This is an optimization exercise on Yosys and OpenROAD, whose aim is small area and a short achievable clock period, not a production implementation.
Function was checked by simulation only, so behaviour that the tests miss may differ from the original.
Power and IR drop assume default switching activity.

==> flow/design.v (outline; a module is shown in full before it is edited, if it fits) <==
// module c_nand2: 1 lines
// module c_nor2: 1 lines
// module c_inv: 1 lines
// module c_nand3: 1 lines
// module c_nand4: 1 lines
// module c_nor3: 1 lines
// module c_xor2: 1 lines
// module c_xnor2: 1 lines
// module c_a21oi: 1 lines
// module c_o21ai: 1 lines
// module add32_fast: 430 lines
// module add32c_bk: 130 lines
// module add31_bk: 148 lines
// module alu_addsub: 16 lines
// module muxi: 7 lines
// module alu_shift: 23 lines
// module addr_add: 6 lines
// module rf_hold: 8 lines
// module rf_word: 16 lines
// module rf_aoi3: 10 lines
// module rf_nand: 6 lines
// module rf_port: 32 lines
// module regfile: 28 lines
// module csr_unit: 37 lines
// module pc_unit: 49 lines
// module cpu: 110 lines
module cpu(
    output [31:0] pc,
    input [31:0] instr,
    output [31:0] dmem_rw_addr,
    output [31:0] rs2_data,
    output dmem_w_en,
    output [2:0] funct3,
    input [31:0] dmem_r_data,
    input int_req,
    input clock,
    output reg_w_en,
    input reset
);
  // ...
==> flow/flow/run.sh <==
#!/bin/bash
# The standard layout (the make command of standard.sh), with extra ORFS
# variables from flow/extra.txt (one VAR=VALUE per line) appended to the make
# command line. Each tool's output stays in the ORFS logs under orfs/logs/;
# make's own output goes to flow_make.log.
set -euo pipefail
line=$(grep -E '^make -C ' standard.sh)
line=${line% \"\$\{@:-finish\}\"}
eval "args=(${line#make })"
while IFS= read -r kv; do
  [[ -z "$kv" ]] && continue
  args+=("$kv")
done < flow/extra.txt
printf '%q ' make "${args[@]}" finish > make_cmd.txt
echo >> make_cmd.txt
make "${args[@]}" finish > flow_make.log 2>&1
# write the final DEF as standard.sh does after finish
sed -n '/^if \[\[ -f /,/^fi/p' standard.sh > write_def.sh
grep -q write_def write_def.sh
bash write_def.sh > write_def.log 2>&1
==> flow/flow/extra.txt <==
SETUP_SLACK_MARGIN=5
CTS_ARGS=-sink_clustering_enable -repair_clock_nets -dont_use_dummy_load
BUFFER_PORTS_ARGS=-buffer_cell sky130_fd_sc_hd__buf_2
==> flow/standard.sh <==
#!/bin/bash
# synth_recipe.tcl (not shown) runs the flow's synth.tcl, then flattens the netlist and writes it again
# the make line also repeats each setting of config.mk as NAME=value (left out here)
make -C /OpenROAD-flow-scripts/flow DESIGN_CONFIG=/design/flow/config.mk WORK_HOME=/design/flow/orfs CLKGATE_MAP_FILE= SYNTH_SCRIPT=/design/flow/synth_recipe.tcl "${@:-finish}"
==> flow/config.mk <==
export PLATFORM = sky130hd
export DESIGN_NAME = cpu
export DESIGN_NICKNAME = cpu
export VERILOG_FILES = /design/flow/design.v
export SDC_FILE = /design/flow/constraint.sdc
export NUM_CORES = 4
export LEC_CHECK = 0
export CAP_MARGIN = 20
export CORE_MARGIN = 2
export CORE_UTILIZATION = 40
export SLEW_MARGIN = 20
export SYNTH_HIERARCHICAL = 1
export SYNTH_MINIMUM_KEEP_SIZE = 0
==> flow/constraint.sdc <==
create_clock -name core_clock -period 15.0 [get_ports {clock}]
set_input_delay 3.0000 -clock core_clock [delete_from_list [all_inputs] [get_ports {clock}]]
set_output_delay 3.0000 -clock core_clock [all_outputs]
set_load 0.01 [all_outputs]
==> summary.txt, run 1 <==
number of cells on the worst hold path = 1
Inverters = 166
slack of the critical path = 4960 ps
capture point of the worst path = dmem_rw_addr[21]
CTS tree = done
Relative slew margins = 14.1%
clock input transition at the sequential cells of the worst setup and hold paths = 50 ps
Power Sequential = 2.98 mW
sequential cell area in the final layout = 22,400 um^2
largest driver fanout on the critical path = 32
required time of the worst setup path = 12,000 ps
clock tree cell share of total cell area = 4.43%
reported combinational group power = 538 uW
met3 demand-to-capacity share in global routing = 11.6%
post-route setup TNS = 0 ps
buffer levels on the longest clock path = 3
HPWL after detailed placement = 190,000 um
highest-power group = registers
highest-count cells in the layout ignoring fill and taps = sky130_fd_sc_hd__dfxtp_1, sky130_fd_sc_hd__a22o_1, sky130_fd_sc_hd__a222oi_1
number of gates resized after cts = 76
first-pass GRT wire length = 407,000 um
sequential cell count of the final layout = 1,087
number of buffers inserted by hold repair at cts = 0
clock group share of total power = 41.2%
detailed-routed wire length on met3 = 39,600 um
unrepaired setup endpoints after global routing = false
post-synth design cell area = 55,000 um^2
I/O pin cnt = 168
Layout Nets = 5,898
min-delay src = rf.g_reg[1].w.q[4]$_DFF_P_
run status = finished clean
Multi-In Gates = 3,908
PD cells = 93.1 nW/um^2
starting density of the core = 40.2%
global-route total usage across every layer = 39.7%
length of routed wiring on met1 = 107,000 um
final-layout non-clock buffer area share = 5.69%
shortest period the worst path allows = 10,040 ps
buffer type at the clock tree root = sky130_fd_sc_hd__clkbuf_16
number of instances in the synthesized netlist = 5,311
leading registers by flop count = rf.g.w.q: 992 flops, csr.mscratch: 32 flops
==> module csr_unit, before the edit <==
module csr_unit(
    input clock,
    input [11:0] addr,
    input is_csr,
    input [2:0] f3,
    input [4:0] zimm,
    input [31:0] rs1_data,
    input [31:1] mepc,
    input ie,
    output reg [31:0] csr_r);
    reg [31:0] mscratch;
    always @(*) begin
        case (addr)
            12'h300: csr_r = {28'h0, ie, 3'b000};
            12'h304: csr_r = {20'h0, ie, 11'h000};
            12'h305: csr_r = 32'h00000500;
            12'h340: csr_r = mscratch;
            12'h341: csr_r = {mepc, 1'b0};
            12'h342: csr_r = 32'h8000000b;    
            12'h343: csr_r = 32'h0000000f;    
            default: csr_r = 32'h0;
        endcase
    end
    wire [31:0] src = f3[2] ? {27'h0, zimm} : rs1_data;
    reg  [31:0] nxt;
    always @(*) begin
        case (f3[1:0])
            2'b01: nxt = src;
            2'b10: nxt = mscratch | src;
            2'b11: nxt = mscratch & ~src;
            default: nxt = 32'h0;
        endcase
    end
    always @(posedge clock)
        if (is_csr && addr == 12'h340)
            mscratch <= nxt;
endmodule
==> module pc_unit, before the edit <==
module pc_unit(
    input clock,
    input reset,
    input int_req,
    input is_wfi,
    input is_mret,
    input take_rel,          
    input is_jalr,
    input [31:0] p_imm,
    input [31:1] jalr_t,
    output [31:0] pc,
    output [31:1] pc4,
    output [31:0] p_sum,
    output [31:1] mepc_o,
    output ie_o);
    reg [31:1] pc_q;
    reg [31:1] mepc;
    reg        ie;           
    assign pc = {pc_q, 1'b0};
    assign mepc_o = mepc;
    assign ie_o = ie;
    assign pc4 = pc_q + 31'd2;
    wire [31:1] ps, pp, pg;
    wire pco;
    add31_bk pa(.a(pc_q), .b(p_imm[31:1]), .s(ps), .po(pp), .go(pg), .cout(pco));
    assign p_sum = {ps, 1'b0};
    wire        int_take = int_req & ie;
    wire [31:1] seq_pc = take_rel ? p_sum[31:1]
                       : is_jalr ? jalr_t
                       : pc4;
    always @(posedge clock) begin
        if (reset)
            pc_q <= 31'h0;
        else if (int_take)
            pc_q <= 31'h280;
        else if (is_wfi)
            pc_q <= pc_q;
        else if (is_mret)
            pc_q <= mepc;
        else
            pc_q <= seq_pc;
        if (int_take)
            mepc <= seq_pc;
        if (reset | is_mret)
            ie <= 1'b1;
        else if (int_take)
            ie <= 1'b0;
    end
endmodule
==> module cpu, before the edit <==
module cpu(
    output [31:0] pc,
    input [31:0] instr,
    output [31:0] dmem_rw_addr,
    output [31:0] rs2_data,
    output dmem_w_en,
    output [2:0] funct3,
    input [31:0] dmem_r_data,
    input int_req,
    input clock,
    output reg_w_en,
    input reset
);
    wire [6:0] op = instr[6:0];
    wire [4:0] rd = instr[11:7];
    wire [2:0] f3 = instr[14:12];
    wire [4:0] rs1 = instr[19:15];
    wire [4:0] rs2 = instr[24:20];
    wire [6:0] f7 = instr[31:25];
    assign funct3 = f3;
    wire is_load   = (op == 7'b0000011);
    wire is_store  = (op == 7'b0100011);
    wire is_op     = (op == 7'b0110011);
    wire is_opimm  = (op == 7'b0010011);
    wire is_branch = (op == 7'b1100011);
    wire is_lui    = (op == 7'b0110111);
    wire is_auipc  = (op == 7'b0010111);
    wire is_jal    = (op == 7'b1101111);
    wire is_jalr   = (op == 7'b1100111);
    wire is_sys    = (op == 7'b1110011);
    wire is_csr    = is_sys & (f3 != 3'b000);
    wire is_mret   = is_sys & (f3 == 3'b000) & (f7 == 7'b0011000);
    wire is_wfi    = is_sys & (f3 == 3'b000) & (f7 == 7'b0001000);
    wire is_alu    = is_op | is_opimm;
    assign reg_w_en  = is_load | is_alu | is_lui | is_auipc | is_jal | is_jalr | is_csr;
    assign dmem_w_en = is_store;
    wire f7_zero = (f7 == 7'b0000000);
    wire f7_alt  = (f7 == 7'b0100000);
    wire sh_f3   = (f3 == 3'b001) | (f3 == 3'b101);
    wire [31:0] rs1_data, rs1_n;
    wire [31:0] w_data;
    regfile rf(.clock(clock), .rd_addr(rd), .rs1_addr(rs1), .rs2_addr(rs2),
               .w_data(w_data), .w_en(reg_w_en), .rs1_n(rs1_n), .rs1_data(rs1_data), .rs2_data(rs2_data));
    wire [31:0] imm_i  = {{20{instr[31]}}, instr[31:20]};
    wire [31:0] imm_s  = {{20{instr[31]}}, instr[31:25], instr[11:7]};
    wire [31:0] imm_sh = {27'h0, instr[24:20]};
    wire [31:0] imm_b  = {{20{instr[31]}}, instr[7], instr[30:25], instr[11:8], 1'b0};
    wire [31:0] imm_u  = {instr[31:12], 12'h0};
    wire [31:0] imm_j  = {{12{instr[31]}}, instr[19:12], instr[20], instr[30:21], 1'b0};
    wire [31:0] a_imm = is_store ? imm_s
                      : (is_jalr & sh_f3) ? imm_sh
                      : imm_i;
    wire [31:0] a_sum;
    addr_add aa(.an(rs1_n), .b(a_imm), .s(a_sum));
    assign dmem_rw_addr = a_sum;
    wire [31:0] alu_y = (is_op | is_branch) ? rs2_data
                      : sh_f3 ? imm_sh
                      : imm_i;
    wire alu_sub = is_branch | (f3 == 3'b010) | (f3 == 3'b011) | (is_op & (f3 == 3'b000) & f7_alt);
    wire [31:0] sum, sr, sl, ap, ag;
    wire eq, lt, ltu;
    alu_addsub as(.x(rs1_data), .y(alu_y), .sub(alu_sub), .sum(sum), .p(ap), .g(ag), .eq(eq), .lt(lt), .ltu(ltu));
    alu_shift shf(.x(rs1_data), .sh(is_op ? rs2_data[4:0] : instr[24:20]),
                  .left(~f3[2]), .arith(f7_alt & f3[2]), .sr(sr), .sl(sl));
    reg br_taken;
    always @(*) begin
        case (f3)
            3'b000: br_taken = eq;
            3'b001: br_taken = ~eq;
            3'b100: br_taken = lt;
            3'b101: br_taken = ~lt;
            3'b110: br_taken = ltu;
            3'b111: br_taken = ~ltu;
            default: br_taken = 1'b0;
        endcase
        br_taken = br_taken & is_branch;
    end
    wire [31:0] p_imm = is_jal ? imm_j : is_auipc ? imm_u : imm_b;
    wire [31:1] pc4, mepc;
    wire [31:0] p_sum;
    wire ie;
    pc_unit pcu(.clock(clock), .reset(reset), .int_req(int_req), .is_wfi(is_wfi), .is_mret(is_mret),
                .take_rel(br_taken | is_jal), .is_jalr(is_jalr), .p_imm(p_imm), .jalr_t(a_sum[31:1]),
                .pc(pc), .pc4(pc4), .p_sum(p_sum), .mepc_o(mepc), .ie_o(ie));
    wire [31:0] csr_r;
    csr_unit csr(.clock(clock), .addr(instr[31:20]), .is_csr(is_csr), .f3(f3), .zimm(rs1),
                 .rs1_data(rs1_data), .mepc(mepc), .ie(ie), .csr_r(csr_r));
    wire a_add  = (f3 == 3'b000) | ((f3 == 3'b101) & ~f7_zero & ~f7_alt);
    wire s_sum  = is_alu & a_add;
    wire s_sl   = is_alu & (f3 == 3'b001);
    wire s_slt  = is_alu & (f3 == 3'b010);
    wire s_sltu = is_alu & (f3 == 3'b011);
    wire s_xor  = is_alu & (f3 == 3'b100);
    wire s_sr   = is_alu & (f3 == 3'b101) & ~a_add;
    wire s_or   = is_alu & (f3 == 3'b110);
    wire s_and  = is_alu & (f3 == 3'b111);
    wire s_link = is_jal | is_jalr;
    assign w_data = ({32{is_load}}  & dmem_r_data)
                  | ({32{s_sum}}    & sum)
                  | ({32{s_sl}}     & sl)
                  | ({32{s_sr}}     & sr)
                  | ({32{s_xor}}    & ap)
                  | ({32{s_or}}     & (ap | ag))
                  | ({32{s_and}}    & ag)
                  | {31'h0, (s_slt & lt) | (s_sltu & ltu)}
                  | ({32{is_lui}}   & imm_u)
                  | ({32{is_auipc}} & p_sum)
                  | ({32{s_link}}   & {pc4, 1'b0})
                  | ({32{is_csr}}   & csr_r);
endmodule
==> run 2, diff against run 1 <==
--- a/flow/design.v
+++ b/flow/design.v
@@ -802,6 +802,14 @@
     output y_n);
     assign y_n = ~((a & sa) | (b & sb) | (c & sc));
 endmodule
+module rf_aoi2(
+    input sa,
+    input sb,
+    input a,
+    input b,
+    output y_n);
+    assign y_n = ~((a & sa) | (b & sb));
+endmodule
 module rf_nand(
     input sa,
     input a,
@@ -870,27 +878,11 @@
 endmodule
 module csr_unit(
     input clock,
-    input [11:0] addr,
-    input is_csr,
+    input we,                
     input [2:0] f3,
     input [4:0] zimm,
     input [31:0] rs1_data,
-    input [31:1] mepc,
-    input ie,
-    output reg [31:0] csr_r);
-    reg [31:0] mscratch;
-    always @(*) begin
-        case (addr)
-            12'h300: csr_r = {28'h0, ie, 3'b000};
-            12'h304: csr_r = {20'h0, ie, 11'h000};
-            12'h305: csr_r = 32'h00000500;
-            12'h340: csr_r = mscratch;
-            12'h341: csr_r = {mepc, 1'b0};
-            12'h342: csr_r = 32'h8000000b;    
-            12'h343: csr_r = 32'h0000000f;    
-            default: csr_r = 32'h0;
-        endcase
-    end
+    output reg [31:0] mscratch);
     wire [31:0] src = f3[2] ? {27'h0, zimm} : rs1_data;
     reg  [31:0] nxt;
     always @(*) begin
@@ -902,9 +894,39 @@
         endcase
     end
     always @(posedge clock)
-        if (is_csr && addr == 12'h340)
+        if (we)
             mscratch <= nxt;
 endmodule
+module wb_mux(
+    input s_load, input s_sum, input s_sl, input s_sr, input s_p, input s_g,
+    input s_lui, input s_auipc, input s_link, input s_ms, input s_mepc,
+    input [31:0] load, input [31:0] sum, input [31:0] sl, input [31:0] sr,
+    input [31:0] p, input [31:0] g, input [31:12] lui, input [31:1] auipc,
+    input [31:1] link, input [31:0] ms, input [31:1] mepc,
+    input [7:0] kc,          
+    output [31:0] y);
+    wire [31:0] ta, tb, tc, td;
+    genvar i;
+    generate
+        for (i = 0; i < 32; i = i + 1) begin : g_bit
+            rf_aoi3 ua(.sa(s_load), .sb(s_sum), .sc(s_sl), .a(load[i]), .b(sum[i]), .c(sl[i]), .y_n(ta[i]));
+            rf_aoi3 ub(.sa(s_sr), .sb(s_p), .sc(s_g), .a(sr[i]), .b(p[i]), .c(g[i]), .y_n(tb[i]));
+            if (i == 0) begin : g_b0
+                rf_nand uc(.sa(s_ms), .a(ms[0]), .y_n(tc[0]));
+                assign td[0] = 1'b1;
+            end else begin : g_bn
+                rf_aoi3 uc(.sa(s_auipc), .sb(s_ms), .sc(s_mepc), .a(auipc[i]), .b(ms[i]), .c(mepc[i]), .y_n(tc[i]));
+                if (i >= 12) begin : g_hi
+                    rf_aoi2 ud(.sa(s_lui), .sb(s_link), .a(lui[i]), .b(link[i]), .y_n(td[i]));
+                end else begin : g_lo
+                    rf_nand ud(.sa(s_link), .a(link[i]), .y_n(td[i]));
+                end
+            end
+        end
+    endgenerate
+    wire [31:0] k = {kc[7], 19'h0, kc[6], kc[5], 1'b0, kc[4], 4'h0, kc[3:0]};
+    assign y = ~(ta & tb & tc & td) | k;
+endmodule
 module pc_unit(
     input clock,
     input reset,
@@ -931,21 +953,31 @@
     wire pco;
     add31_bk pa(.a(pc_q), .b(p_imm[31:1]), .s(ps), .po(pp), .go(pg), .cout(pco));
     assign p_sum = {ps, 1'b0};
-    wire        int_take = int_req & ie;
-    wire [31:1] seq_pc = take_rel ? p_sum[31:1]
-                       : is_jalr ? jalr_t
-                       : pc4;
+    wire int_take = int_req & ie;
+    wire s_rel  = take_rel;
+    wire s_jalr = ~take_rel & is_jalr;
+    wire s_inc  = ~take_rel & ~is_jalr;
+    wire run    = ~reset & ~int_take;
+    wire s_hold = run & is_wfi;
+    wire s_mret = run & ~is_wfi & is_mret;
+    wire s_seq  = run & ~is_wfi & ~is_mret;
+    wire vec_n  = ~(~reset & int_take);      
+    wire [31:1] seq_n, seq_pc, pcd_n, pc_d;
+    genvar i;
+    generate
+        for (i = 1; i < 32; i = i + 1) begin : g_pc
+            rf_aoi3 us(.sa(s_rel), .sb(s_jalr), .sc(s_inc), .a(ps[i]), .b(jalr_t[i]), .c(pc4[i]), .y_n(seq_n[i]));
+            c_inv   ui(.a(seq_n[i]), .y(seq_pc[i]));
+            rf_aoi3 up(.sa(s_hold), .sb(s_mret), .sc(s_seq), .a(pc_q[i]), .b(mepc[i]), .c(seq_pc[i]), .y_n(pcd_n[i]));
+            if (i == 8 || i == 10) begin : g_vec
+                c_nand2 uv(.a(pcd_n[i]), .b(vec_n), .y(pc_d[i]));
+            end else begin : g_nv
+                c_inv uv(.a(pcd_n[i]), .y(pc_d[i]));
+            end
+        end
+    endgenerate
     always @(posedge clock) begin
-        if (reset)
-            pc_q <= 31'h0;
-        else if (int_take)
-            pc_q <= 31'h280;
-        else if (is_wfi)
-            pc_q <= pc_q;
-        else if (is_mret)
-            pc_q <= mepc;
-        else
-            pc_q <= seq_pc;
+        pc_q <= pc_d;
         if (int_take)
             mepc <= seq_pc;
         if (reset | is_mret)
@@ -1038,9 +1070,17 @@
     pc_unit pcu(.clock(clock), .reset(reset), .int_req(int_req), .is_wfi(is_wfi), .is_mret(is_mret),
                 .take_rel(br_taken | is_jal), .is_jalr(is_jalr), .p_imm(p_imm), .jalr_t(a_sum[31:1]),
                 .pc(pc), .pc4(pc4), .p_sum(p_sum), .mepc_o(mepc), .ie_o(ie));
-    wire [31:0] csr_r;
-    csr_unit csr(.clock(clock), .addr(instr[31:20]), .is_csr(is_csr), .f3(f3), .zimm(rs1),
-                 .rs1_data(rs1_data), .mepc(mepc), .ie(ie), .csr_r(csr_r));
+    wire [11:0] csr_a = instr[31:20];
+    wire s_ms   = is_csr & (csr_a == 12'h340);
+    wire s_mepc = is_csr & (csr_a == 12'h341);
+    wire s300   = is_csr & (csr_a == 12'h300);
+    wire s304   = is_csr & (csr_a == 12'h304);
+    wire s305   = is_csr & (csr_a == 12'h305);
+    wire s342   = is_csr & (csr_a == 12'h342);    
+    wire s343   = is_csr & (csr_a == 12'h343);    
+    wire [31:0] mscratch;
+    csr_unit csr(.clock(clock), .we(s_ms), .f3(f3), .zimm(rs1),
+                 .rs1_data(rs1_data), .mscratch(mscratch));
     wire a_add  = (f3 == 3'b000) | ((f3 == 3'b101) & ~f7_zero & ~f7_alt);
     wire s_sum  = is_alu & a_add;
     wire s_sl   = is_alu & (f3 == 3'b001);
@@ -1051,16 +1091,19 @@
     wire s_or   = is_alu & (f3 == 3'b110);
     wire s_and  = is_alu & (f3 == 3'b111);
     wire s_link = is_jal | is_jalr;
-    assign w_data = ({32{is_load}}  & dmem_r_data)
-                  | ({32{s_sum}}    & sum)
-                  | ({32{s_sl}}     & sl)
-                  | ({32{s_sr}}     & sr)
-                  | ({32{s_xor}}    & ap)
-                  | ({32{s_or}}     & (ap | ag))
-                  | ({32{s_and}}    & ag)
-                  | {31'h0, (s_slt & lt) | (s_sltu & ltu)}
-                  | ({32{is_lui}}   & imm_u)
-                  | ({32{is_auipc}} & p_sum)
-                  | ({32{s_link}}   & {pc4, 1'b0})
-                  | ({32{is_csr}}   & csr_r);
+    wire [7:0] kc;       
+    assign kc[0] = (s_slt & lt) | (s_sltu & ltu) | s342 | s343;
+    assign kc[1] = s342 | s343;
+    assign kc[2] = s343;
+    assign kc[3] = s342 | s343 | (s300 & ie);
+    assign kc[4] = s305;
+    assign kc[5] = s305;
+    assign kc[6] = s304 & ie;
+    assign kc[7] = s342;
+    wb_mux wb(.s_load(is_load), .s_sum(s_sum), .s_sl(s_sl), .s_sr(s_sr),
+              .s_p(s_xor | s_or), .s_g(s_or | s_and), .s_lui(is_lui), .s_auipc(is_auipc),
+              .s_link(s_link), .s_ms(s_ms), .s_mepc(s_mepc),
+              .load(dmem_r_data), .sum(sum), .sl(sl), .sr(sr), .p(ap), .g(ag),
+              .lui(instr[31:12]), .auipc(p_sum[31:1]), .link(pc4), .ms(mscratch), .mepc(mepc),
+              .kc(kc), .y(w_data));
 endmodule
==> flow/flow/extra.txt (replaced) <==
SETUP_SLACK_MARGIN=5
CTS_ARGS=-sink_clustering_enable -repair_clock_nets -dont_use_dummy_load -sink_clustering_size 18 -sink_clustering_max_diameter 80 -buf_list sky130_fd_sc_hd__clkbuf_16
BUFFER_PORTS_ARGS=-buffer_cell sky130_fd_sc_hd__buf_2
==> run 2 against run 1 <==
  * Still clean
  * Non-clock buffer count shrank 34
  * Combinational power shrank 24%
  * Synthesized cell count shrank 6.5%
  * Total power shrank 12%
  * Sequential share of layout area grew 1.5 points
  * Register-to-register slack lost 30 ps
  * Die area shrank 2.9%
==> summary.txt, run 2 <==
run status = finished clean (unchanged)
vias after detailed routing = 55,000 (was 57,700)
Crit path buffers/inverters = 4 (was 5)
via count of the first global-routing pass = 49,700 (was 51,900)
class of the most critical hold timing path = register to register (unchanged)
final-report hold violation count = 0 (unchanged)
buffer levels on the longest clock path = 3 (unchanged)
Final Cycle Share = 67.7% (was 66.9%)
detailed-route vias per instance = 7.69 (was 7.65)
PD cells = 85.5 nW/um^2 (was 93.1 nW/um^2)
height of the chip = 369 um (was 375 um)
final wirelength = 281,000 um (was 295,000 um)
actual transition at the worst max-transition pin = 1260 ps (was 1290 ps)
Arr. time, crit path = 7160 ps (was 7040 ps)
Combinational Power Share = 7.8% (was 9.0%)
peak per-stage delay on the critical path = 540 ps (was 640 ps)
buffer type at the clock tree root = sky130_fd_sc_hd__clkbuf_16 (unchanged)
unrepaired setup endpoints after global routing = true (was false)
area overhead of the layout relative to synthesis = 15.5% (was 17.0%)
Switching Power = 1.34 mW (was 1.56 mW)
HPWL after detailed placement = 179,000 um (was 190,000 um)
critical path's slowest cell = sky130_fd_sc_hd__nand4_1 (unchanged)
reg-to-reg startpoint = rf.g_reg[1].w.q[24]$_DFF_P_ (was rf.g_reg[16].w.q[2]$_DFF_P_)
Reg2Reg Setup Slack = 7920 ps (was 7950 ps)
Synthesis Warnings = 10 (unchanged)
starting density of the core = 40.2% (about the same)
CP most frequent cell = sky130_fd_sc_hd__buf_4
FF-to-FF End = pcu.pc_q[8]$_DFF_P_ (was pcu.mepc[19]$_DFFE_PP_)
CTS tree = done (unchanged)
Layout Nets = 5,542 (was 5,898)
area enclosed by the die boundary = 136,000 um^2 (was 141,000 um^2)
number of flip-flops under the largest register name = 992 (unchanged)
largest register by flop count = rf.g.w.q (unchanged)
std cell rows = 134 (was 136)
average cell area after synthesis = 10.8 um^2 (was 10.4 um^2)
Critical Path Source Type = input pin (unchanged)
remaining antenna violation count = 0 (unchanged)
highest-count cells in the layout ignoring fill and taps = sky130_fd_sc_hd__dfxtp_1, sky130_fd_sc_hd__a22o_1, sky130_fd_sc_hd__a222oi_1 (unchanged)
post-route setup TNS = 0 ps (unchanged)
first-pass GRT wire length = 388,000 um (was 407,000 um)
Congestion Overflow GR = 0 (unchanged)
count of input and output buffers = 166 (unchanged)
Initial DRC Count = 13,300 (was 12,800)
max cap viols = 0 (unchanged)
CP cell instances = buf_4 > nand3b_1 > buf_4 > nor2_4 > buf_4 > a222oi_1 > nand4_1 > nor3_4 > nand2_1 > nand2_1 > nor2_1 > a21oi_4 > o21ai_2 > a21oi_2 > xnor2_2 > buf_2 (was buf_6 > nand3b_1 > buf_4 > nor2_4 > buf_4 > a222oi_1 > nand4_1 > nor3_4 > buf_4 > nand2_2 > a21oi_2 > o21ai_1 > a21oi_2 > o21ai_1 > a21oi_2 > xnor2_1 > buf_2)
share of power burned in registers = 55.7% (was 49.8%)
largest driver fanout on the critical path = 32 (unchanged)
core area = 133,000 um^2 (was 137,000 um^2)
wire length per cell = 39.3 um (was 39.2 um)
Relative slew margins = 15.6% (was 14.1%)
highest clock frequency the design can meet = 98.5 MHz (was 99.6 MHz)
global-route total usage across every layer = 39.0% (was 39.7%)
number of antenna violations at the first check in global routing = 4 (was 10)
CTS sink count = 1,087 (unchanged)
non-filler instance count after layout = 7,152 (was 7,534)
total iterations of the first detailed-routing run = 17 (unchanged)
worst setup skew after layout = 96.3 ps (was 88.4 ps)
clock latency of the later-clocked register in the worst-skew pair = 750 ps (was 790 ps)
most common library cell in the layout ignoring fill and taps = sky130_fd_sc_hd__dfxtp_1 (unchanged)
leading registers by flop count = rf.g.w.q: 992 flops, csr.mscratch: 32 flops (unchanged)
required time of the worst setup path = 12,000 ps (about the same)
Cell Int Power = 3.93 mW (was 4.43 mW)
Max Slew Vio Count = 0 (unchanged)
number of buffers inserted by hold repair at cts = 0 (unchanged)
cell depth of the worst flop-to-flop path = 29 (was 28)
Top Family by Delay on Critical Path = simple AND/OR/NAND/NOR gates (unchanged)
net switching fraction of the power = 25.5% (was 26.1%)
clock group share of total power = 36.5% (was 41.2%)
shortest period the worst path allows = 10,160 ps (was 10,040 ps)
Routability Congestion = 1.04 (was 1.07)
number of instances in the synthesized netlist = 4,964 (was 5,311)
min-delay src = pcu.mepc[15]$_DFFE_PP_ (was rf.g_reg[1].w.q[4]$_DFF_P_)
Total Power Consumption = 5.27 mW (was 5.99 mW)
number of endpoints failing setup at the final stage = 0 (unchanged)
kind of critical path = input pin to primary output (unchanged)
number of buffers inserted during clock tree synthesis = 75 (was 114)
Worst Hold Endpoint = pcu.pc_q[15]$_DFF_P_ (was rf.g_reg[1].w.q[4]$_DFF_P_)
type of destination of the critical path = primary output (unchanged)
pin count of the biggest net entering global routing = 62 (was 46)
H-Tree Depth = 3 (unchanged)
worst ir drop on vdd = 0.0733 mV (was 0.0883 mV)
die width = 369 um (was 375 um)
Placed Cells incl. Taps = 6,957 (was 7,272)
I/O pin cnt = 168 (unchanged)
fraction of final layout cells with drive strength greater than 1 = 16.9% (was 17.0%)
post-synth design cell area = 53,400 um^2 (was 55,000 um^2)
clock input transition at the sequential cells of the worst setup and hold paths = 60 ps (was 50 ps)
number of cells on the worst hold path = 2 (was 1)
Residual DRC = 0 (unchanged)
leakage = 23.9 nW (was 24.8 nW)
-- run 2: area by class of cell --
type	count	area, um^2
repair buffers	424	3350
well taps	1768	2210
inverters	211	792
flip-flops and latches	1087	22400
diodes	6	15.0
fillers	12400	71300
multi-input cells	3581	31000
clock buffers	75	1880
-- run 2: metrics by stage --
stage	hold WS, ps	util [%]	setup slack (ps)	area [um^2]
6_report	496	46.4	4840	61700
5_1_grt	506	46.4	4870	61700
4_1_cts	491	45.7	5000	60800
3_5_place_dp	476	43.5	3320	57900
3_3_place_gp	477	43.4	3330	57700
2_1_floorplan	456	-	5030	53500
-- run 2: how the worst max path moves through the flow --
stage | start | to | slack [ps] | cells past startpoint
2_1_floorplan | instr[13] | dmem_rw_addr[31] | 5030 | 13
5_1_grt | instr[17] | dmem_rw_addr[30] | 4870 | 16
3_3_place_gp | instr[21] | pcu.pc_q[1]$_DFF_P_ | 3330 | 34
4_1_cts | instr[24] | pcu.pc_q[8]$_DFF_P_ | 5000 | 35
3_5_place_dp | instr[21] | pcu.pc_q[8]$_DFF_P_ | 3320 | 34
6_report | instr[16] | dmem_rw_addr[30] | 4840 | 16
-- run 2: power by group through the flow --
| stage | clock, mW | sequential [mW] | combinational, mW |
|---|---|---|---|
| detailed placement | 0 | 3.00 | 0.359 |
| global route | 2.04 | 2.94 | 0.416 |
| finish | 1.93 | 2.94 | 0.409 |
| global placement | 0 | 3.00 | 0.360 |
| CTS | 1.94 | 2.94 | 0.379 |
| floorplan | 0 | 3.00 | 0.203 |
-- run 2: per-layer routing --
layer | vias to the layer above | part of all wire [%] | track usage [%]
li1 | 22200 | - | -
met1 | 27100 | 37 | 49.3
met2 | 4711 | 41 | 56.2
met3 | 997 | 13 | 12.2
met4 | 6 | 8.7 | 27.2
met5 | - | 0.073 | 1.07
-- run 2: timing repair --
item	4_1_cts	5_1_grt
endpoints found under the setup margin	123	84
gates cloned	10	1
buffers inserted	59	39
pin swaps	48	57
gates resized for setup	90	73
-- run 2: worst min-delay path: cells and delay by family (launching register included) --
| kind | cells | cell delay, ps |
|---|---|---|
| AOI/OAI and AO/OA | 1 | 70 |
| DFF | 1 | 350 |
| buffers and inverters | 1 | 50 |
==> run 3, diff against run 2 <==
--- a/flow/config.mk
+++ b/flow/config.mk
@@ -7,7 +7,7 @@
 export LEC_CHECK = 0
 export CAP_MARGIN = 20
 export CORE_MARGIN = 2
-export CORE_UTILIZATION = 40
+export CORE_UTILIZATION = 45
 export SLEW_MARGIN = 20
 export SYNTH_HIERARCHICAL = 1
 export SYNTH_MINIMUM_KEEP_SIZE = 0
==> run 3 against run 2 <==
  * Sequential power barely moved
  * Sequential share of layout area about the same
  * Sequential cell count stayed put
  * Synthesized area did not move
  * Routed wire length is 2.5% higher
  * Maximum frequency grew 0.72%
  * Largest power group unchanged
  * Highest routed layer unchanged
==> summary.txt, run 3 <==
run status = finished clean (unchanged)
count of input and output buffers = 166 (unchanged)
number of flip-flops under the largest register name = 992 (unchanged)
Combinational Power Share = 7.9% (was 7.8%)
std cell rows = 126 (was 134)
PD cells = 86.1 nW/um^2 (was 85.5 nW/um^2)
clock input transition at the sequential cells of the worst setup and hold paths = 80 ps (was 60 ps)
largest register by flop count = rf.g.w.q (unchanged)
pin count of the biggest net entering global routing = 60 (was 62)
area overhead of the layout relative to synthesis = 15.5% (about the same)
slack of the critical path = 4910 ps (was 4840 ps)
most common library cell in the layout ignoring fill and taps = sky130_fd_sc_hd__dfxtp_1 (unchanged)
number of antenna violations at the first check in global routing = 6 (was 4)
wire length per cell = 41.4 um (was 39.3 um)
number of buffers inserted by hold repair at cts = 0 (unchanged)
average cell area after synthesis = 10.8 um^2 (unchanged)
actual transition at the worst max-transition pin = 1270 ps (was 1260 ps)
vias after detailed routing = 55,500 (was 55,000)
max cap viols = 0 (unchanged)
global-route total usage across every layer = 44.9% (was 39.0%)
clock latency of the later-clocked register in the worst-skew pair = 720 ps (was 750 ps)
unrepaired setup endpoints after global routing = true (unchanged)
leading registers by flop count = rf.g.w.q: 992 flops, csr.mscratch: 32 flops (unchanged)
Relative slew margins = 15.1% (was 15.6%)
number of endpoints failing setup at the final stage = 0 (unchanged)
shortest period the worst path allows = 10,090 ps (was 10,160 ps)
net switching fraction of the power = 25.8% (was 25.5%)
starting density of the core = 45.3% (was 40.2%)
worst ir drop on vdd = 0.0821 mV (was 0.0733 mV)
Worst Setup Slack post-DPL = 3040 ps (was 3320 ps)
post-route setup TNS = 0 ps (unchanged)
Switching Power = 1.37 mW (was 1.34 mW)
leakage = 24.0 nW (was 23.9 nW)
clock group share of total power = 36.8% (was 36.5%)
Final Cycle Share = 67.2% (was 67.7%)
worst setup skew after layout = 102 ps (was 96.3 ps)
Max Slew Vio Count = 0 (unchanged)
highest clock frequency the design can meet = 99.2 MHz (was 98.5 MHz)
non-filler instance count after layout = 6,954 (was 7,152)
buffer levels on the longest clock path = 3 (unchanged)
kind of critical path = input pin to primary output (unchanged)
buffer type at the clock tree root = sky130_fd_sc_hd__clkbuf_16 (unchanged)
HPWL after detailed placement = 179,000 um (about the same)
Cell Int Power = 3.94 mW (was 3.93 mW)
class of the most critical hold timing path = register to register (unchanged)
I/O pin cnt = 168 (unchanged)
CTS sink count = 1,087 (unchanged)
final-report hold violation count = 0 (unchanged)
Placed Cells incl. Taps = 6,710 (was 6,957)
die width = 348 um (was 369 um)
fraction of final layout cells with drive strength greater than 1 = 17.6% (was 16.9%)
post-synth design cell area = 53,400 um^2 (unchanged)
first-pass GRT wire length = 394,000 um (was 388,000 um)
CTS tree = done (unchanged)
Routability Congestion = 1.04 (about the same)
number of buffers inserted during clock tree synthesis = 76 (was 75)
height of the chip = 348 um (was 369 um)
Layout Nets = 5,581 (was 5,542)
via count of the first global-routing pass = 50,000 (was 49,700)
Congestion Overflow GR = 0 (unchanged)
required time of the worst setup path = 12,000 ps (about the same)
area enclosed by the die boundary = 121,000 um^2 (was 136,000 um^2)
core area = 118,000 um^2 (was 133,000 um^2)
share of power burned in registers = 55.3% (was 55.7%)
total iterations of the first detailed-routing run = 17 (unchanged)
type of destination of the critical path = primary output (unchanged)
number of instances in the synthesized netlist = 4,964 (unchanged)
cell depth of the worst flop-to-flop path = 28 (was 29)
Arr. time, crit path = 7090 ps (was 7160 ps)
highest-count cells in the layout ignoring fill and taps = sky130_fd_sc_hd__dfxtp_1, sky130_fd_sc_hd__a22o_1, sky130_fd_sc_hd__a222oi_1 (unchanged)
largest driver fanout on the critical path = 32 (unchanged)
Initial DRC Count = 13,900 (was 13,300)
Synthesis Warnings = 10 (unchanged)
Residual DRC = 0 (unchanged)
detailed-route vias per instance = 7.99 (was 7.69)
Critical Path Source Type = input pin (unchanged)
number of cells on the worst hold path = 2 (unchanged)
final wirelength = 288,000 um (was 281,000 um)
filler instances = 10,600 (was 12,400)
Total Power Consumption = 5.31 mW (was 5.27 mW)
H-Tree Depth = 3 (unchanged)
remaining antenna violation count = 0 (unchanged)
[run 3: cell types whose count changed in the layout (fill, tap and decap cells not counted), sizes merged]
cell      previous run  this run
diode                6         1
buf                423       456
inv                210       209
nor2               203       208
nor2b               18        19
clkinvlp             0         1
[run 3: area by class of cell]
class | count | area [um^2] | area share [%]
Tap cell | 1536 | 1920 | 3.12
Inverter | 211 | 797 | 1.29
Antenna cell | 1 | 2.50 | 0.00406
Sequential cell | 1087 | 22400 | 36.3
Clock buffer | 76 | 1900 | 3.08
Timing Repair Buffer | 456 | 3530 | 5.72
Multi-Input combinational cell | 3587 | 31100 | 50.5
[run 3: what timing repair did]
item,4_1_cts,5_1_grt
resized for setup,91,78
endpoints found under the setup margin,123,86
pin swaps,70,79
buffers inserted,97,47
cloned,16,0
[run 3: layer usage]
| metal | vias up | track usage (%) | wire length (um) |
|---|---|---|---|
| met5 | - | 0 | 54 |
| met4 | 8 | 30.5 | 25600 |
| met3 | 1080 | 15.2 | 42700 |
| met2 | 5124 | 64.4 | 116000 |
| met1 | 27000 | 56.8 | 104000 |
| li1 | 22300 | - | - |
[run 3: power by group through the flow]
stage                     Sequential [mW]  Combinational [mW]  Clock (mW)
after floorplan                      3.00               0.203           0
after global placement               3.00               0.359           0
after detailed placement             3.00               0.358           0
after CTS                            2.94               0.383        1.95
after global routing                 2.94               0.423        2.06
final                                2.94               0.418        1.95
[run 3: final timing paths]
check | start | to | slack, ps
worst max-delay path | instr[17] | dmem_rw_addr[27] | 4910
worst min-delay path | pcu.mepc[23]$_DFFE_PP_ | pcu.pc_q[23]$_DFF_P_ | 500
worst max register to register | rf.g_reg[4].w.q[12]$_DFF_P_ | pcu.pc_q[20]$_DFF_P_ | 7920
worst min register to register | pcu.mepc[23]$_DFFE_PP_ | pcu.pc_q[23]$_DFF_P_ | 500
[run 3: worst max-delay path, stage by stage]
cell and delay [ps]:
sky130_fd_sc_hd__buf_4 190, sky130_fd_sc_hd__or3b_4 310, sky130_fd_sc_hd__nor2_4 40, sky130_fd_sc_hd__buf_8 200, sky130_fd_sc_hd__a222oi_1 640, sky130_fd_sc_hd__nand4_1 630
sky130_fd_sc_hd__nor3_4 310, sky130_fd_sc_hd__buf_4 180, sky130_fd_sc_hd__nand2_1 120, sky130_fd_sc_hd__a21oi_2 210, sky130_fd_sc_hd__o21ai_1 150, sky130_fd_sc_hd__a21oi_2 220
sky130_fd_sc_hd__o21ai_2 140, sky130_fd_sc_hd__a21oi_2 250, sky130_fd_sc_hd__xnor2_2 220, sky130_fd_sc_hd__buf_2 210
[run 3: stage by stage]
stage	util, %	cell area, um^2	hold slack (ps)
floorplan	-	53500	456
global placement	48.6	57400	477
detailed placement	48.7	57400	474
CTS	51.6	60800	499
global route	52.3	61700	516
finish	52.3	61700	498
==> run 4, diff against run 3 <==
--- a/flow/config.mk
+++ b/flow/config.mk
@@ -7,7 +7,7 @@
 export LEC_CHECK = 0
 export CAP_MARGIN = 20
 export CORE_MARGIN = 2
-export CORE_UTILIZATION = 45
+export CORE_UTILIZATION = 50
 export SLEW_MARGIN = 20
 export SYNTH_HIERARCHICAL = 1
 export SYNTH_MINIMUM_KEEP_SIZE = 0
==> run 4 against run 3 <==
  * Still clean on timing, DRC and antenna
  * Routed wire length decreased by 3.4%
  * Critical endpoint is now pcu.pc_q[20]$_DFF_P_
  * Critical path type is now input pin to register
  * Combinational power decreased by 3%
  * Largest cell class unchanged
  * Clock-buffer cell count unchanged
  * Largest power group unchanged
==> summary.txt, run 4 <==
starting density of the core = 50.6% (was 45.3%)
unrepaired setup endpoints after global routing = true (unchanged)
number of instances in the synthesized netlist = 4,964 (unchanged)
final wirelength = 278,000 um (was 288,000 um)
Relative slew margins = 14.5% (was 15.1%)
number of endpoints failing setup at the final stage = 0 (unchanged)
Congestion Overflow GR = 0 (unchanged)
Critical Path Source Type = input pin (unchanged)
class of the most critical hold timing path = register to register (unchanged)
buffer type at the clock tree root = sky130_fd_sc_hd__clkbuf_16 (unchanged)
largest register by flop count = rf.g.w.q (unchanged)
required time of the worst setup path = 15,550 ps (was 12,000 ps)
fraction of final layout cells with drive strength greater than 1 = 16.8% (was 17.6%)
shortest period the worst path allows = 10,110 ps (was 10,090 ps)
CP most frequent cell = sky130_fd_sc_hd__inv_1 (was sky130_fd_sc_hd__a21oi_2)
area enclosed by the die boundary = 109,000 um^2 (was 121,000 um^2)
worst setup skew after layout = 115 ps (was 102 ps)
average cell area after synthesis = 10.8 um^2 (unchanged)
std cell rows = 119 (was 126)
leakage = 23.8 nW (was 24.0 nW)
clock input transition at the sequential cells of the worst setup and hold paths = 80 ps (about the same)
post-route setup TNS = 0 ps (unchanged)
I/O pin cnt = 168 (unchanged)
number of antenna violations at the first check in global routing = 4 (was 6)
Placed Cells incl. Taps = 6,585 (was 6,710)
final-report hold violation count = 0 (unchanged)
FF-to-FF End = pcu.pc_q[20]$_DFF_P_ (unchanged)
number of cells on the worst hold path = 2 (unchanged)
buffer levels on the longest clock path = 3 (unchanged)
Arr. time, crit path = 10,660 ps (was 7090 ps)
PD cells = 86.5 nW/um^2 (was 86.1 nW/um^2)
core area = 106,000 um^2 (was 118,000 um^2)
Placed Area = 57,400 um^2 (about the same)
run status = finished clean (unchanged)
peak per-stage delay on the critical path = 650 ps (was 640 ps)
area overhead of the layout relative to synthesis = 14.2% (was 15.5%)
count of input and output buffers = 166 (unchanged)
cell depth of the worst flop-to-flop path = 27 (was 28)
Max Slew Vio Count = 0 (unchanged)
worst ir drop on vdd = 0.0875 mV (was 0.0821 mV)
wire length per cell = 41.2 um (was 41.4 um)
number of buffers inserted by hold repair at cts = 0 (unchanged)
Synthesis Warnings = 10 (unchanged)
die width = 331 um (was 348 um)
detailed-route vias per instance = 8.20 (was 7.99)
remaining antenna violation count = 0 (unchanged)
worst hold margin = 483 ps (was 498 ps)
number of flip-flops under the largest register name = 992 (unchanged)
actual transition at the worst max-transition pin = 1280 ps (was 1270 ps)
type of destination of the critical path = register (was primary output)
CTS sink count = 1,087 (unchanged)
non-filler instance count after layout = 6,763 (was 6,954)
H-Tree Depth = 3 (unchanged)
Final Cycle Share = 67.4% (was 67.2%)
total iterations of the first detailed-routing run = 22 (was 17)
Initial DRC Count = 14,200 (was 13,900)
max cap viols = 0 (unchanged)
Reg2Reg Setup Slack = 7870 ps (was 7920 ps)
HPWL after detailed placement = 178,000 um (was 179,000 um)
highest-count cells in the layout ignoring fill and taps = sky130_fd_sc_hd__dfxtp_1, sky130_fd_sc_hd__a22o_1, sky130_fd_sc_hd__a222oi_1 (unchanged)
reg-to-reg startpoint = rf.g_reg[4].w.q[26]$_DFF_P_ (was rf.g_reg[4].w.q[12]$_DFF_P_)
vias after detailed routing = 55,500 (about the same)
Worst Hold Endpoint = pcu.pc_q[13]$_DFF_P_ (was pcu.pc_q[23]$_DFF_P_)
Residual DRC = 0 (unchanged)
post-synth design cell area = 53,400 um^2 (unchanged)
leading registers by flop count = rf.g.w.q: 992 flops, csr.mscratch: 32 flops (unchanged)
Layout Nets = 5,534 (was 5,581)
highest clock frequency the design can meet = 98.9 MHz (was 99.2 MHz)
via count of the first global-routing pass = 49,200 (was 50,000)
kind of critical path = input pin to register (was input pin to primary output)
pin count of the biggest net entering global routing = 65 (was 60)
Final Instance Area = 61,000 um^2 (was 61,700 um^2)
largest driver fanout on the critical path = 32 (unchanged)
CTS tree = done (unchanged)
final core utilization = 57.8% (was 52.3%)
height of the chip = 331 um (was 348 um)
number of buffers inserted during clock tree synthesis = 76 (unchanged)
global-route total usage across every layer = 48.2% (was 44.9%)
clock latency of the later-clocked register in the worst-skew pair = 720 ps (about the same)
critical path's slowest cell = sky130_fd_sc_hd__nand4_1 (was sky130_fd_sc_hd__a222oi_1)
Routability Congestion = 1.05 (was 1.04)
most common library cell in the layout ignoring fill and taps = sky130_fd_sc_hd__dfxtp_1 (unchanged)
min-delay src = pcu.mepc[13]$_DFFE_PP_ (was pcu.mepc[23]$_DFFE_PP_)
first-pass GRT wire length = 382,000 um (was 394,000 um)
run 4: area by class of cell:
type                    instances  area, um^2
inverters                     211         796
fillers                      9100       44600
clock buffers                  76        1900
flip-flops and latches       1087       22400
multi-input cells            3576       31000
repair buffers                420        3140
diodes                          2        5.00
well taps                    1391        1740
run 4: routing by layer:
metal | part of all wire, % | routed length, um | global-route usage, %
met5 | 0.016 | 44 | 0
met3 | 16 | 43700 | 16.2
met1 | 36 | 99900 | 62.7
met4 | 8.6 | 24000 | 30.4
met2 | 40 | 111000 | 68.5
run 4: worst max path at each step:
stage	start	end	slack, ps	cells past startpoint
after detailed placement	instr[24]	pcu.pc_q[30]$_DFF_P_	3630	30
after floorplan	instr[13]	dmem_rw_addr[31]	5030	13
after global routing	instr[21]	pcu.pc_q[20]$_DFF_P_	4940	36
after global placement	instr[24]	pcu.pc_q[28]$_DFF_P_	3680	30
after CTS	instr[18]	dmem_rw_addr[31]	4990	15
final	instr[24]	pcu.pc_q[20]$_DFF_P_	4890	32
run 4: critical path, delay by kind of cell:
family / cells / cell delay, ps
AOI/OAI and AO/OA: 8 / 2260
xor gates and xnor gates: 2 / 290
adders and majority gates: 2 / 940
buffers and inverters: 9 / 1490
and+or+nand+nor: 11 / 2560
run 4: stage by stage:
step | power, mW | setup WS (ps)
after floorplan | 3.20 | 5030
after global routing | 5.37 | 4940
after global placement | 3.36 | 3680
after detailed placement | 3.36 | 3630
after CTS | 5.23 | 4990
final | 5.28 | 4890
run 4: what timing repair did:
action / 4_1_cts / 5_1_grt
buffers inserted: 29 / 61
gates cloned: 3 / 2
pin swaps: 35 / 109
gates resized for setup: 65 / 95
endpoints found under the setup margin: 110 / 86
run 4: power by group:
group | leakage, nW | switching, mW | internal (mW)
combinational | 14.0 | 0.289 | 0.116
sequential | 8.83 | 0.0137 | 2.92
clock | 0.937 | 1.04 | 0.897
total | 23.8 | 1.34 | 3.94
==> run 5, diff against run 4 <==
--- a/flow/design.v
+++ b/flow/design.v
@@ -882,20 +882,34 @@
     input [2:0] f3,
     input [4:0] zimm,
     input [31:0] rs1_data,
+    input [31:0] rs1_n,      
     output reg [31:0] mscratch);
-    wire [31:0] src = f3[2] ? {27'h0, zimm} : rs1_data;
-    reg  [31:0] nxt;
+    wire [4:0] src = f3[2] ? zimm : rs1_data[4:0];
+    reg  [4:0] nlo;
     always @(*) begin
         case (f3[1:0])
-            2'b01: nxt = src;
-            2'b10: nxt = mscratch | src;
-            2'b11: nxt = mscratch & ~src;
-            default: nxt = 32'h0;
+            2'b01: nlo = src;
+            2'b10: nlo = mscratch[4:0] | src;
+            2'b11: nlo = mscratch[4:0] & ~src;
+            default: nlo = 5'h0;
         endcase
     end
+    wire c01 = (f3[1:0] == 2'b01), c10 = (f3[1:0] == 2'b10), c11 = (f3[1:0] == 2'b11);
+    wire A  = (c01 | c10) & ~f3[2];
+    wire Bn = ~(c10 | (c11 & f3[2]));
+    wire C  = c11 & ~f3[2];
+    wire [31:5] n1, inner, nhi;
+    genvar i;
+    generate
+        for (i = 5; i < 32; i = i + 1) begin : g_hi
+            c_nand2 u1(.a(C), .b(rs1_n[i]), .y(n1[i]));
+            c_nand2 u2(.a(Bn), .b(n1[i]), .y(inner[i]));
+            rf_hold u3(.we(A), .we_n(inner[i]), .d(rs1_data[i]), .q(mscratch[i]), .y(nhi[i]));
+        end
+    endgenerate
     always @(posedge clock)
         if (we)
-            mscratch <= nxt;
+            mscratch <= {nhi, nlo};
 endmodule
 module wb_mux(
     input s_load, input s_sum, input s_sl, input s_sr, input s_p, input s_g,
@@ -1080,7 +1094,7 @@
     wire s343   = is_csr & (csr_a == 12'h343);    
     wire [31:0] mscratch;
     csr_unit csr(.clock(clock), .we(s_ms), .f3(f3), .zimm(rs1),
-                 .rs1_data(rs1_data), .mscratch(mscratch));
+                 .rs1_data(rs1_data), .rs1_n(rs1_n), .mscratch(mscratch));
     wire a_add  = (f3 == 3'b000) | ((f3 == 3'b101) & ~f7_zero & ~f7_alt);
     wire s_sum  = is_alu & a_add;
     wire s_sl   = is_alu & (f3 == 3'b001);
==> flow/flow/extra.txt (replaced) <==
SETUP_SLACK_MARGIN=5
CTS_ARGS=-sink_clustering_enable -repair_clock_nets -dont_use_dummy_load -sink_clustering_size 18 -sink_clustering_max_diameter 80 -buf_list sky130_fd_sc_hd__clkbuf_16
BUFFER_PORTS_ARGS=-buffer_cell sky130_fd_sc_hd__buf_1
--- a/flow/config.mk
+++ b/flow/config.mk
@@ -7,7 +7,7 @@
 export LEC_CHECK = 0
 export CAP_MARGIN = 20
 export CORE_MARGIN = 2
-export CORE_UTILIZATION = 50
+export CORE_UTILIZATION = 40
 export SLEW_MARGIN = 20
 export SYNTH_HIERARCHICAL = 1
 export SYNTH_MINIMUM_KEEP_SIZE = 0
==> run 5 against run 4 <==
  * Still clean on timing, DRC and antenna
  * Clock skew is 25 ps lower
  * Setup slack got worse by 58 ps
  * Non-clock buffer count is 46 higher
  * Sequential share of layout area decreased by 0.52 points
  * Largest cell class unchanged
  * Largest power group unchanged
==> summary.txt, run 5 <==
pin count of the biggest net entering global routing = 58 (was 65)
leakage = 23.9 nW (was 23.8 nW)
post-route setup TNS = 0 ps (unchanged)
highest clock frequency the design can meet = 98.4 MHz (was 98.9 MHz)
peak per-stage delay on the critical path = 720 ps (was 650 ps)
shortest period the worst path allows = 10,170 ps (was 10,110 ps)
via count of the first global-routing pass = 49,300 (was 49,200)
clock latency of the later-clocked register in the worst-skew pair = 720 ps (about the same)
Layout Nets = 5,579 (was 5,534)
PD cells = 87.2 nW/um^2 (was 86.5 nW/um^2)
final wirelength = 278,000 um (about the same)
CTS sink count = 1,087 (unchanged)
CTS tree = done (unchanged)
Top Family by Delay on Critical Path = simple AND/OR/NAND/NOR gates (unchanged)
type of destination of the critical path = primary output (was register)
Arr. time, crit path = 7170 ps (was 10,660 ps)
class of the most critical hold timing path = register to register (unchanged)
crit path launch = instr[15] (was instr[24])
Final Instance Area = 61,900 um^2 (was 61,000 um^2)
count of input and output buffers = 166 (unchanged)
clock group share of total power = 37.8% (was 36.7%)
FF-to-FF End = pcu.pc_q[3]$_DFF_P_ (was pcu.pc_q[20]$_DFF_P_)
area enclosed by the die boundary = 136,000 um^2 (was 109,000 um^2)
highest-count cells in the layout ignoring fill and taps = sky130_fd_sc_hd__a22o_1, sky130_fd_sc_hd__dfxtp_1, sky130_fd_sc_hd__a222oi_1 (was sky130_fd_sc_hd__dfxtp_1, sky130_fd_sc_hd__a22o_1, sky130_fd_sc_hd__a222oi_1)
leading registers by flop count = rf.g.w.q: 992 flops, csr.mscratch: 32 flops (unchanged)
Residual DRC = 0 (unchanged)
clock input transition at the sequential cells of the worst setup and hold paths = 80 ps (about the same)
average cell area after synthesis = 10.8 um^2 (about the same)
starting density of the core = 40.4% (was 50.6%)
Switching Power = 1.38 mW (was 1.34 mW)
HPWL after detailed placement = 175,000 um (was 178,000 um)
kind of critical path = input pin to primary output (was input pin to register)
number of endpoints failing setup at the final stage = 0 (unchanged)
Critical Path Source Type = input pin (unchanged)
critical path's slowest cell = sky130_fd_sc_hd__nand4_1 (unchanged)
Crit path buffers/inverters = 5 (was 9)
area overhead of the layout relative to synthesis = 16.4% (was 14.2%)
required time of the worst setup path = 12,000 ps (was 15,550 ps)
total iterations of the first detailed-routing run = 17 (was 22)
Final Cycle Share = 67.8% (was 67.4%)
number of stages on the worst setup path = 17 (was 32)
largest driver fanout on the critical path = 32 (unchanged)
unrepaired setup endpoints after global routing = true (unchanged)
actual transition at the worst max-transition pin = 1460 ps (was 1280 ps)
Combinational Power Share = 7.7% (about the same)
CP cell instances = buf_1 > buf_6 > or3b_4 > nor2_2 > buf_6 > a222oi_1 > nand4_1 > nor3_4 > buf_4 > nand2_1 > a21oi_2 > o21ai_1 > a21oi_2 > o21ai_1 > a21oi_2 > xnor2_1 > buf_1
std cell rows = 133 (was 119)
max cap viols = 0 (unchanged)
reg-to-reg startpoint = rf.g_reg[1].w.q[22]$_DFF_P_ (was rf.g_reg[4].w.q[26]$_DFF_P_)
detailed-route vias per instance = 7.66 (was 8.20)
worst setup skew after layout = 89.8 ps (was 115 ps)
Placed Cells incl. Taps = 6,954 (was 6,585)
Placed Area = 57,600 um^2 (was 57,400 um^2)
buffer levels on the longest clock path = 3 (unchanged)
remaining antenna violation count = 0 (unchanged)
core area = 132,000 um^2 (was 106,000 um^2)
global-route total usage across every layer = 38.0% (was 48.2%)
net switching fraction of the power = 25.6% (was 25.4%)
fraction of final layout cells with drive strength greater than 1 = 14.8% (was 16.8%)
Initial DRC Count = 14,200 (about the same)
Routability Congestion = 1.04 (was 1.05)
Congestion Overflow GR = 0 (unchanged)
Max Slew Vio Count = 0 (unchanged)
height of the chip = 368 um (was 331 um)
cell depth of the worst flop-to-flop path = 26 (was 27)
CP most frequent cell = sky130_fd_sc_hd__a21oi_2 (was sky130_fd_sc_hd__inv_1)
number of buffers inserted by hold repair at cts = 0 (unchanged)
final-report hold violation count = 0 (unchanged)
run status = finished clean (unchanged)
first-pass GRT wire length = 380,000 um (was 382,000 um)
share of power burned in registers = 54.5% (was 55.7%)
Reg2Reg Setup Slack = 8000 ps (was 7870 ps)
die width = 368 um (was 331 um)
I/O pin cnt = 168 (unchanged)
capture point of the worst path = dmem_rw_addr[23] (was pcu.pc_q[20]$_DFF_P_)
H-Tree Depth = 3 (unchanged)
Synthesis Warnings = 10 (unchanged)
post-synth design cell area = 53,100 um^2 (was 53,400 um^2)
number of instances in the synthesized netlist = 4,937 (was 4,964)
number of antenna violations at the first check in global routing = 2 (was 4)
number of flip-flops under the largest register name = 992 (unchanged)
Relative slew margins = 2.51% (was 14.5%)
Cell Int Power = 4.01 mW (was 3.94 mW)
wire length per cell = 38.8 um (was 41.2 um)
vias after detailed routing = 54,900 (was 55,500)
non-filler instance count after layout = 7,167 (was 6,763)
buffer type at the clock tree root = sky130_fd_sc_hd__clkbuf_16 (unchanged)
largest register by flop count = rf.g.w.q (unchanged)
worst ir drop on vdd = 0.0766 mV (was 0.0875 mV)
number of buffers inserted during clock tree synthesis = 82 (was 76)
run 5: what timing repair did:
action | in CTS | in global routing
pin swaps | 43 | 94
resized for setup | 74 | 134
endpoints found under the hold margin | 0 | 0
endpoints found under the setup margin | 123 | 119
buffers inserted | 35 | 75
gates cloned | 4 | 12
run 5: power groups by stage:
stage	Sequential [mW]	Combinational (mW)	Clock, mW
5_1_grt	2.94	0.426	2.14
3_5_place_dp	3.00	0.360	0
4_1_cts	2.94	0.369	2.04
2_1_floorplan	3.00	0.206	0
6_report	2.94	0.417	2.04
3_3_place_gp	3.00	0.361	0
run 5: per-stage QoR:
stage               hold WS (ps)  total power [mW]  worst slack [ps]  utilization [%]
floorplan                    456              3.21              5030                -
global placement             478              3.36              3600             43.7
detailed placement           477              3.36              3620             43.7
CTS                          456              5.35              4930             45.8
global route                 499              5.50              4860             47.0
finish                       466              5.39              4830             47.0
run 5: how the worst min path moves through the flow:
stage                                 startpoint                           end  cells after the start
floorplan                 pcu.mepc[11]$_DFFE_PP_          pcu.pc_q[11]$_DFF_P_                      2
global placement    rf.g_reg[16].w.q[17]$_DFF_P_  rf.g_reg[16].w.q[17]$_DFF_P_                      1
detailed placement  rf.g_reg[31].w.q[13]$_DFF_P_  rf.g_reg[31].w.q[13]$_DFF_P_                      1
CTS                       pcu.mepc[16]$_DFFE_PP_          pcu.pc_q[16]$_DFF_P_                      2
global route              pcu.mepc[16]$_DFFE_PP_          pcu.pc_q[16]$_DFF_P_                      2
finish                    pcu.mepc[14]$_DFFE_PP_          pcu.pc_q[14]$_DFF_P_                      2
run 5: area by class of cell:
| class | count | area, um^2 |
|---|---|---|
| diodes | 2 | 5.00 |
| clock buffers | 82 | 2050 |
| fillers | 12200 | 69800 |
| inverters | 210 | 788 |
| multi-input cells | 3565 | 30800 |
| flip-flops and latches | 1087 | 22400 |
| well taps | 1755 | 2200 |
| repair buffers | 466 | 3580 |
run 5: worst reg2reg max path, delay by kind of cell (launching register included):
family	cells	cell delay (ps)
xor gates and xnor gates	1	100
buffers and inverters	7	910
adders and majority gates	2	970
and+or+nand+nor	9	2520
AOI/OAI and AO/OA	7	2060
DFF	1	340
run 5: routing by layer:
metal	GRT usage (%)	vias to the layer above	wire length, um
met4	22.2	0	20800
met2	56.3	4890	115000
met1	49.2	26900	102000
met3	10.9	856	39700
li1	-	22200	-
met5	0.142	-	0
==> run 6, diff against run 5 <==
==> flow/flow/extra.txt (replaced) <==
SETUP_SLACK_MARGIN=5
CTS_ARGS=-sink_clustering_enable -repair_clock_nets -dont_use_dummy_load -sink_clustering_size 22 -sink_clustering_max_diameter 90 -buf_list sky130_fd_sc_hd__clkbuf_16
BUFFER_PORTS_ARGS=-buffer_cell sky130_fd_sc_hd__buf_1
==> run 6 against run 5 <==
  * Via count shrank 0.74%
  * Global-route usage fell by 0.15 points
  * Routed wire length fell by 0.78%
  * Combinational power down 1%
  * Final cell count fell by 0.49%
  * Synthesized cell count stayed put
  * Critical path depth did not move
  * Sequential share of layout area rose by 0.36 points
  * Maximum frequency grew 0.61%
  * Synthesized area did not move
  * Critical endpoint is now dmem_rw_addr[29]
  * Largest cell class unchanged
==> summary.txt, run 6 <==
run status = finished clean (unchanged)
Synthesis Warnings = 10 (unchanged)
Placed Area = 57,600 um^2 (unchanged)
min-delay src = pcu.mepc[14]$_DFFE_PP_ (unchanged)
CP cell instances = buf_1 > buf_8 > or3b_4 > nor2_2 > buf_6 > a222oi_1 > nand4_1 > nor3_4 > buf_4 > nand2_1 > a21oi_2 > o21ai_1 > a21oi_2 > o21ai_1 > a21oi_2 > xnor2_2 > buf_2 (was buf_1 > buf_6 > or3b_4 > nor2_2 > buf_6 > a222oi_1 > nand4_1 > nor3_4 > buf_4 > nand2_1 > a21oi_2 > o21ai_1 > a21oi_2 > o21ai_1 > a21oi_2 > xnor2_1 > buf_1)
average cell area after synthesis = 10.8 um^2 (unchanged)
buffer type at the clock tree root = sky130_fd_sc_hd__clkbuf_16 (unchanged)
buffer levels on the longest clock path = 3 (unchanged)
worst ir drop on vdd = 0.0745 mV (was 0.0766 mV)
unrepaired setup endpoints after global routing = true (unchanged)
max cap viols = 0 (unchanged)
cell depth of the worst flop-to-flop path = 21 (was 26)
kind of critical path = input pin to primary output (unchanged)
std cell rows = 133 (unchanged)
number of buffers inserted during clock tree synthesis = 66 (was 82)
Residual DRC = 0 (unchanged)
number of stages on the worst setup path = 17 (unchanged)
type of destination of the critical path = primary output (unchanged)
first-pass GRT wire length = 378,000 um (was 380,000 um)
Congestion Overflow GR = 0 (unchanged)
final-report hold violation count = 0 (unchanged)
highest-count cells in the layout ignoring fill and taps = sky130_fd_sc_hd__a22o_1, sky130_fd_sc_hd__dfxtp_1, sky130_fd_sc_hd__a222oi_1 (unchanged)
wire length per cell = 38.7 um (was 38.8 um)
number of flip-flops under the largest register name = 992 (unchanged)
CP most frequent cell = sky130_fd_sc_hd__a21oi_2 (unchanged)
total iterations of the first detailed-routing run = 17 (unchanged)
met3 demand-to-capacity share in global routing = 10.9% (about the same)
H-Tree Depth = 3 (unchanged)
peak per-stage delay on the critical path = 700 ps (was 720 ps)
shortest period the worst path allows = 10,100 ps (was 10,170 ps)
I/O pin cnt = 168 (unchanged)
Top Family by Delay on Critical Path = simple AND/OR/NAND/NOR gates (unchanged)
leading registers by flop count = rf.g.w.q: 992 flops, csr.mscratch: 32 flops (unchanged)
detailed-route vias per instance = 7.64 (was 7.66)
via count of the first global-routing pass = 49,200 (was 49,300)
Worst Hold Endpoint = pcu.pc_q[14]$_DFF_P_ (unchanged)
Routability Congestion = 1.04 (unchanged)
core area = 132,000 um^2 (unchanged)
actual transition at the worst max-transition pin = 1260 ps (was 1460 ps)
Final Instance Area = 61,200 um^2 (was 61,900 um^2)
Relative slew margins = 16.3% (was 2.51%)
CTS sink count = 1,087 (unchanged)
worst hold margin = 471 ps (was 466 ps)
number of buffers inserted by hold repair at cts = 0 (unchanged)
clock input transition at the sequential cells of the worst setup and hold paths = 90 ps (was 80 ps)
Top Usage Layer GRT = met2 (unchanged)
met1 GRT Util = 48.9% (was 49.2%)
leakage = 23.5 nW (was 23.9 nW)
CTS tree = done (unchanged)
required time of the worst setup path = 12,000 ps (about the same)
area enclosed by the die boundary = 136,000 um^2 (unchanged)
HPWL after detailed placement = 175,000 um (unchanged)
fraction of final layout cells with drive strength greater than 1 = 14.1% (was 14.8%)
final core utilization = 46.5% (was 47.0%)
Max Slew Vio Count = 0 (unchanged)
non-filler instance count after layout = 7,132 (was 7,167)
FF-to-FF End = rf.g_reg[28].w.q[0]$_DFF_P_ (was pcu.pc_q[3]$_DFF_P_)
number of antenna violations at the first check in global routing = 8 (was 2)
Final Cycle Share = 67.4% (was 67.8%)
Critical Path Source Type = input pin (unchanged)
largest driver fanout on the critical path = 32 (unchanged)
clock latency of the later-clocked register in the worst-skew pair = 710 ps (was 720 ps)
PD cells = 84.4 nW/um^2 (was 87.2 nW/um^2)
highest clock frequency the design can meet = 99.0 MHz (was 98.4 MHz)
starting density of the core = 40.4% (unchanged)
Initial DRC Count = 13,900 (was 14,200)
remaining antenna violation count = 0 (unchanged)
post-synth design cell area = 53,100 um^2 (unchanged)
filler instances = 12,300 (was 12,200)
Crit path buffers/inverters = 5 (unchanged)
critical path's slowest cell = sky130_fd_sc_hd__nand4_1 (unchanged)
Placed Cells incl. Taps = 6,954 (unchanged)
post-route setup TNS = 0 ps (unchanged)
number of endpoints failing setup at the final stage = 0 (unchanged)
height of the chip = 368 um (unchanged)
met2 usage = 55.7% (was 56.3%)
global-route total usage across every layer = 37.9% (was 38.0%)
count of input and output buffers = 166 (unchanged)
class of the most critical hold timing path = register to register (unchanged)
reg-to-reg startpoint = rf.g_reg[19].w.q[3]$_DFF_P_ (was rf.g_reg[1].w.q[22]$_DFF_P_)
pin count of the biggest net entering global routing = 58 (unchanged)
Arr. time, crit path = 7100 ps (was 7170 ps)
vias after detailed routing = 54,500 (was 54,900)
worst setup skew after layout = 78.5 ps (was 89.8 ps)
Layout Nets = 5,545 (was 5,579)
area overhead of the layout relative to synthesis = 15.3% (was 16.4%)
die width = 368 um (unchanged)
largest register by flop count = rf.g.w.q (unchanged)
final wirelength = 276,000 um (was 278,000 um)
number of instances in the synthesized netlist = 4,937 (unchanged)
number of cells on the worst hold path = 2 (unchanged)
Reg2Reg Setup Slack = 8000 ps (about the same)
==> run 6: worst max path at each step <==
stage,from,to,slack (ps)
CTS,instr[16],dmem_rw_addr[18],4930
finish,instr[15],dmem_rw_addr[29],4900
global route,instr[15],dmem_rw_addr[30],4900
floorplan,instr[13],dmem_rw_addr[31],5030
detailed placement,instr[18],pcu.pc_q[22]$_DFF_P_,3620
global placement,instr[18],pcu.pc_q[23]$_DFF_P_,3600
==> run 6: where the power goes <==
part	switching (mW)	internal (mW)	total, mW
clock	1.03	0.786	1.82
combinational	0.288	0.124	0.412
sequential	0.0132	2.92	2.94
==> run 6: stage by stage <==
step | total power, mW | setup WS (ps)
global route | 5.28 | 4900
CTS | 5.12 | 4930
floorplan | 3.21 | 5030
finish | 5.17 | 4900
global placement | 3.36 | 3600
detailed placement | 3.36 | 3620
==> run 6: layout make-up <==
| type | instances | area, um^2 | share of cell area [%] |
|---|---|---|---|
| sequential | 1087 | 22400 | 36.6 |
| clock buffer | 66 | 1650 | 2.70 |
| tap | 1755 | 2200 | 3.59 |
| inverter | 210 | 788 | 1.29 |
| timing repair buffer | 449 | 3440 | 5.61 |
| multi-input combinational | 3564 | 30800 | 50.3 |
| antenna | 1 | 2.50 | 0.00409 |
==> run 6: worst register-to-register path: cells and delay by family, from the launching register on <==
family,cells,cell delay (ps)
compound gates,9,2160
simple gates,3,1630
fa+ha+maj,3,1210
buf+inv,3,720
mux,2,650
flops,1,330
xor+xnor,1,170
==> run 6: layer usage <==
layer	vias up	part of all wire, %
met1	26800	37
met5	-	0.014
li1	22100	-
met3	824	14
met2	4689	41
met4	8	7.5
==> run 6: timing repair <==
action / 4_1_cts / 5_1_grt
pin swaps: 38 / 80
gates resized for setup: 72 / 135
setup endpoints to repair: 123 / 120
gates cloned: 2 / 10
buffers inserted: 38 / 57

[what the ideal ports hide]
How much do the figures lean on ideal ports? The routed layouts below were timed once more, with nothing changed but the port constraints.
Step 1 assumes that a clkbuf_16 drives the clock port and a buf_2 every other input.
Step 2 adds t to the input delays and takes it off the output delays; t is the mean of the earliest and latest rising clock arrival at the registers after step 1. Input paths then give back, and output paths get back, about the clock's delay inside the block.
Slacks: ideal ports / drivers / drivers and shift; pairs: ideal ports / drivers.
| run | t (ns) | setup WS [ns] | hold slack, ns | worst setup path after step 2 | worst data-port slew with drivers (ns) |
|---|---|---|---|---|---|
| run 1 | 0.819 | 4.959 / 4.920 / 4.290 | 0.498 / 0.498 / 0.498 | input to register | 0.10 |
| run 2 | 0.774 | 4.843 / 4.811 / 4.300 | 0.496 / 0.496 / 0.496 | input to register | 0.07 |
| run 3 | 0.754 | 4.915 / 4.870 / 4.302 | 0.498 / 0.498 / 0.498 | input to register | 0.11 |
| run 4 | 0.740 | 4.892 / 4.852 / 4.177 | 0.483 / 0.483 / 0.483 | input to register | 0.08 |
| run 5 | 0.754 | 4.834 / 4.808 / 4.353 | 0.466 / 0.466 / 0.466 | input to register | 0.08 |
| run 6 | 0.752 | 4.896 / 4.871 / 4.363 | 0.471 / 0.471 / 0.471 | input to register | 0.07 |
After both steps setup and hold are still met in every run listed. For run 4, which loses most, drivers alone change the setup slack by -0.040 ns; drivers and shift together by -0.715 ns.
